This is an optimization exercise on Yosys and OpenROAD, whose aim is small area and a short achievable clock period, not a production implementation.
Only simulation tests tie the RTL to the original design; equivalence was not proved.
No driver is modelled on the clock port, so clocking that relies on it looks cheaper here than on a real chip.
Power and IR drop assume default switching activity.

==> inputs of 07-07 <==
Design fp_mult, start of the top module:
module fp_mult(
input logic [31:0]    dataA,
input logic [31:0]    dataB,
input logic clock,
output logic [31:0]   result
);
logic [22:0] ma;
logic [7:0]  ea1, eb1;
logic        sa1, sb1;
logic bo0;
logic bt0;
logic bn0;
logic bo1;
logic bt1;
logic bn1;
logic bo2;
logic bt2;
logic bn2;
logic bo3;
logic bt3;
logic bn3;
logic bo4;
logic bt4;
logic bn4;
logic bo5;
logic bt5;
logic bn5;
logic bo6;
logic bt6;
logic bn6;
logic bo7;
logic bt7;
logic bn7;
logic bo8;
logic bt8;
logic bn8;
logic bo9;
logic bt9;
logic bn9;
logic bo10;
logic bt10;
logic bn10;
logic bo11;
logic bt11;
always_ff @(posedge clock) begin
    ma  <= dataA[22:0];
    ea1 <= dataA[30:23];
    eb1 <= dataB[30:23];
    sa1 <= dataA[31];
    sb1 <= dataB[31];
    bo0 <= dataB[0];
    bt0 <= (dataB[1] & ~dataB[0]);
    bn0 <= dataB[1];
    bo1 <= (dataB[2] ^ dataB[1]);
    bt1 <= ((dataB[3] & ~dataB[2] & ~dataB[1]) | (~dataB[3] & dataB[2] & dataB[1]));
    bn1 <= dataB[3];
    bo2 <= (dataB[4] ^ dataB[3]);
    bt2 <= ((dataB[5] & ~dataB[4] & ~dataB[3]) | (~dataB[5] & dataB[4] & dataB[3]));
    bn2 <= dataB[5];
    bo3 <= (dataB[6] ^ dataB[5]);
    bt3 <= ((dataB[7] & ~dataB[6] & ~dataB[5]) | (~dataB[7] & dataB[6] & dataB[5]));
    bn3 <= dataB[7];
    bo4 <= (dataB[8] ^ dataB[7]);
    bt4 <= ((dataB[9] & ~dataB[8] & ~dataB[7]) | (~dataB[9] & dataB[8] & dataB[7]));
    bn4 <= dataB[9];
    bo5 <= (dataB[10] ^ dataB[9]);
    bt5 <= ((dataB[11] & ~dataB[10] & ~dataB[9]) | (~dataB[11] & dataB[10] & dataB[9]));
    bn5 <= dataB[11];
    bo6 <= (dataB[12] ^ dataB[11]);
    bt6 <= ((dataB[13] & ~dataB[12] & ~dataB[11]) | (~dataB[13] & dataB[12] & dataB[11]));
    bn6 <= dataB[13];
    bo7 <= (dataB[14] ^ dataB[13]);
    bt7 <= ((dataB[15] & ~dataB[14] & ~dataB[13]) | (~dataB[15] & dataB[14] & dataB[13]));
    bn7 <= dataB[15];
    bo8 <= (dataB[16] ^ dataB[15]);
  ...
==> flow/config.mk <==
export PLATFORM = sky130hd
export DESIGN_NAME = fp_mult
export DESIGN_NICKNAME = fp_mult
export VERILOG_FILES = /design/flow/design.v
export SDC_FILE = /design/flow/constraint.sdc
export NUM_CORES = 4
export LEC_CHECK = 0
export CAP_MARGIN = 50
export CORE_MARGIN = 2
export CORE_UTILIZATION = 40
export HOLD_SLACK_MARGIN = 0.1
export PLACE_DENSITY = 0.75
export SETUP_SLACK_MARGIN = 5
export SLEW_MARGIN = 60
export SYNTH_HIERARCHICAL = 1
==> flow/constraint.sdc <==
create_clock -name core_clock -period 9.0 [get_ports {clock}]
set_input_delay 1.8000 -clock core_clock [delete_from_list [all_inputs] [get_ports {clock}]]
set_output_delay 1.8000 -clock core_clock [all_outputs]
set_load 0.01 [all_outputs]
standard.sh (not shown) runs the stock make flow with config.mk's settings and CLKGATE_MAP_FILE= SYNTH_SCRIPT=/design/flow/synth_recipe.tcl, a recipe that flattens the netlist after the stock synthesis.
==> flow/flow/run.sh <==
#!/bin/bash
set -o pipefail
export BUFFER_PORTS_ARGS="-buffer_cell sky130_fd_sc_hd__buf_2"
export POST_CTS_TCL="$PWD/flow/skew.tcl"
export SKEW_CELL="${SKEW_CELL:-sky130_fd_sc_hd__clkdlybuf4s25_1}"
export SKEW_BUF="${SKEW_BUF:-sky130_fd_sc_hd__clkbuf_8}"
bash standard.sh > standard.log 2>&1
==> flow/flow/skew.tcl <==
set block [ord::get_db_block]
set db [ord::get_db]
set dly_master [$db findMaster $::env(SKEW_CELL)]
set buf_master [$db findMaster $::env(SKEW_BUF)]
set late {^(r2_|cl\$|s2\$|nan2\$|inf2\$|zero2\$|er2\\?\[|result\\?\[)}
set groups [dict create]
foreach inst [$block getInsts] {
  if {![regexp $late [$inst getName]]} continue
  set it [$inst findITerm CLK]
  if {$it eq "NULL" || $it eq ""} continue
  set net [$it getNet]
  dict lappend groups [$net getName] $it
}
set k 0
set moved 0
dict for {netname iterms} $groups {
  set net [$block findNet $netname]
  set mid_net [odb::dbNet_create $block "clk_late_mid_$k"]
  $mid_net setSigType CLOCK
  set late_net [odb::dbNet_create $block "clk_late_$k"]
  $late_net setSigType CLOCK
  set dly [odb::dbInst_create $block $dly_master "clk_late_dly_$k"]
  [$dly findITerm A] connect $net
  [$dly findITerm X] connect $mid_net
  set buf [odb::dbInst_create $block $buf_master "clk_late_buf_$k"]
  [$buf findITerm A] connect $mid_net
  [$buf findITerm X] connect $late_net
  set sx 0; set sy 0
  foreach it $iterms {
    $it disconnect
    $it connect $late_net
    set loc [[$it getInst] getLocation]
    set sx [expr {$sx + [lindex $loc 0]}]
    set sy [expr {$sy + [lindex $loc 1]}]
  }
  set n [llength $iterms]
  incr moved $n
  $dly setLocation [expr {$sx / $n}] [expr {$sy / $n}]
  $dly setPlacementStatus PLACED
  $buf setLocation [expr {$sx / $n}] [expr {$sy / $n}]
  $buf setPlacementStatus PLACED
  incr k
}
puts "skew: $moved registers on $k leaf nets moved behind $::env(SKEW_CELL) and $::env(SKEW_BUF)"
detailed_placement
check_placement -verbose
estimate_parasitics -placement
report_clock_skew
==> 04-24: changes against 07-07 <==
--- a/flow/config.mk
+++ b/flow/config.mk
@@ -8,7 +8,6 @@
 export CAP_MARGIN = 50
 export CORE_MARGIN = 2
-export CORE_UTILIZATION = 40
+export CORE_UTILIZATION = 60
 export HOLD_SLACK_MARGIN = 0.1
-export PLACE_DENSITY = 0.75
 export SETUP_SLACK_MARGIN = 5
 export SLEW_MARGIN = 60
==> 02-21: changes against 07-07 <==
==> flow/flow/run.sh (replaced) <==
#!/bin/bash
set -o pipefail
export BUFFER_PORTS_ARGS="-buffer_cell sky130_fd_sc_hd__buf_2"
export POST_CTS_TCL="$PWD/flow/skew.tcl"
export SKEW_CELL="${SKEW_CELL:-sky130_fd_sc_hd__clkdlybuf4s50_1}"
export SKEW_BUF="${SKEW_BUF:-sky130_fd_sc_hd__clkbuf_8}"
bash standard.sh > standard.log 2>&1
--- a/flow/config.mk
+++ b/flow/config.mk
@@ -10,5 +10,4 @@
 export CORE_UTILIZATION = 40
 export HOLD_SLACK_MARGIN = 0.1
-export PLACE_DENSITY = 0.75
 export SETUP_SLACK_MARGIN = 5
 export SLEW_MARGIN = 60
==> summary.txt <==
- P_comb: approximately 5 mW
- Final WL: 55300 µm
- Hold Crit Start: ea1[5]$_DFF_P_
- Global routing usage on met3: 6.01%
- Slowest cell delay on critical path: 0.37 ns
- Antenna cells: 0
- Min Tclk post-route: 3.44 ns
- Tot GR Track Use: 23.9%
- Clock share of power: 14.9%
- DR pass1 iterations: 7
- Fmax: 291 MHz
- Final RePlAce weighted congestion: 0.929
- Critical path depth in cells: 1
- Part of the power in registers: a little under a fifth
- Status: finished clean
The numbers above come from 02-21.

==> summary.txt <==
- Final RePlAce weighted congestion: ~0.9
- Part of the power in registers: 18.9%
- Clock share of power: ~15%
- Min Tclk post-route: approximately 3.4 ns
- CP max stage cell: dfxtp_1
- Slowest cell delay on critical path: ~0.62 ns
- DRC: 0
- Tot GR Track Use: approximately a third
- Worst Hold End: inf2$_DFF_P_
- Fin nets: 2144
- DR pass1 iterations: 6
- Antenna cells: 0
- Critical path depth in cells: 8
- Hold Crit Start: ea1[0]$_DFF_P_
- Fmax: 295 MHz
- Global routing usage on met3: approximately a tenth
- Status: finished clean
- Final WL: around 54000 µm
The numbers above come from 04-24.

==> summary.txt <==
- Final RePlAce weighted congestion: roughly 0.9
- Slew Limit Headroom: 59.7%
- Critical path depth in cells: 7
- DR pass1 iterations: 9
- Slowest cell delay on critical path: slightly above 0.7 ns
- Part of the power in registers: 18.1%
- Fmax: about 300 MHz
- Clock share of power: 13.0%
- Tot GR Track Use: 22.4%
- P_comb: a little over 5 mW
- Global routing usage on met3: 7.06%
- Antenna cells: 2
- Final WL: 52700 µm
- Status: finished clean
The numbers above come from 07-07.

==> separate check: timing with driven ports <==
The flow's constraints put no driver on any port. The routed layouts listed below were extracted and timed again, unchanged, in two steps.
Step 1 sets driving cells, clkbuf_16 on the clock port and buf_2 on the other inputs (assumed; they add their load-dependent delay and slew).
Step 2, shift: input delay + t, output delay - t, t = (earliest + latest rising clock arrival at the registers) / 2. This alone moves slack from input paths to output paths.
Three values: no drivers, after step 1, after step 2; two values: the first two.
run | shift t [ns] | setup slack, ns | hold slack, ns | worst setup path at the end | latest minus earliest clock arrival (ns) | cell pins on the clock port's net
07-07 | 0.704 | 5.673 / 5.673 / 5.673 | 0.111 / 0.111 / 0.111 | register to register | 0.454 / 0.454 | 1
04-24 | 0.705 | 5.605 / 5.605 / 5.605 | 0.091 / 0.091 / 0.091 | register to register | 0.450 / 0.450 | 1
02-21 | 0.858 | 5.563 / 5.510 / 5.746 | 0.086 / 0.086 / 0.086 | register to register | 0.686 / 0.687 | 1
Clock arrivals are far apart in every run listed, so t is only a midpoint there and step 2 fits no single register.
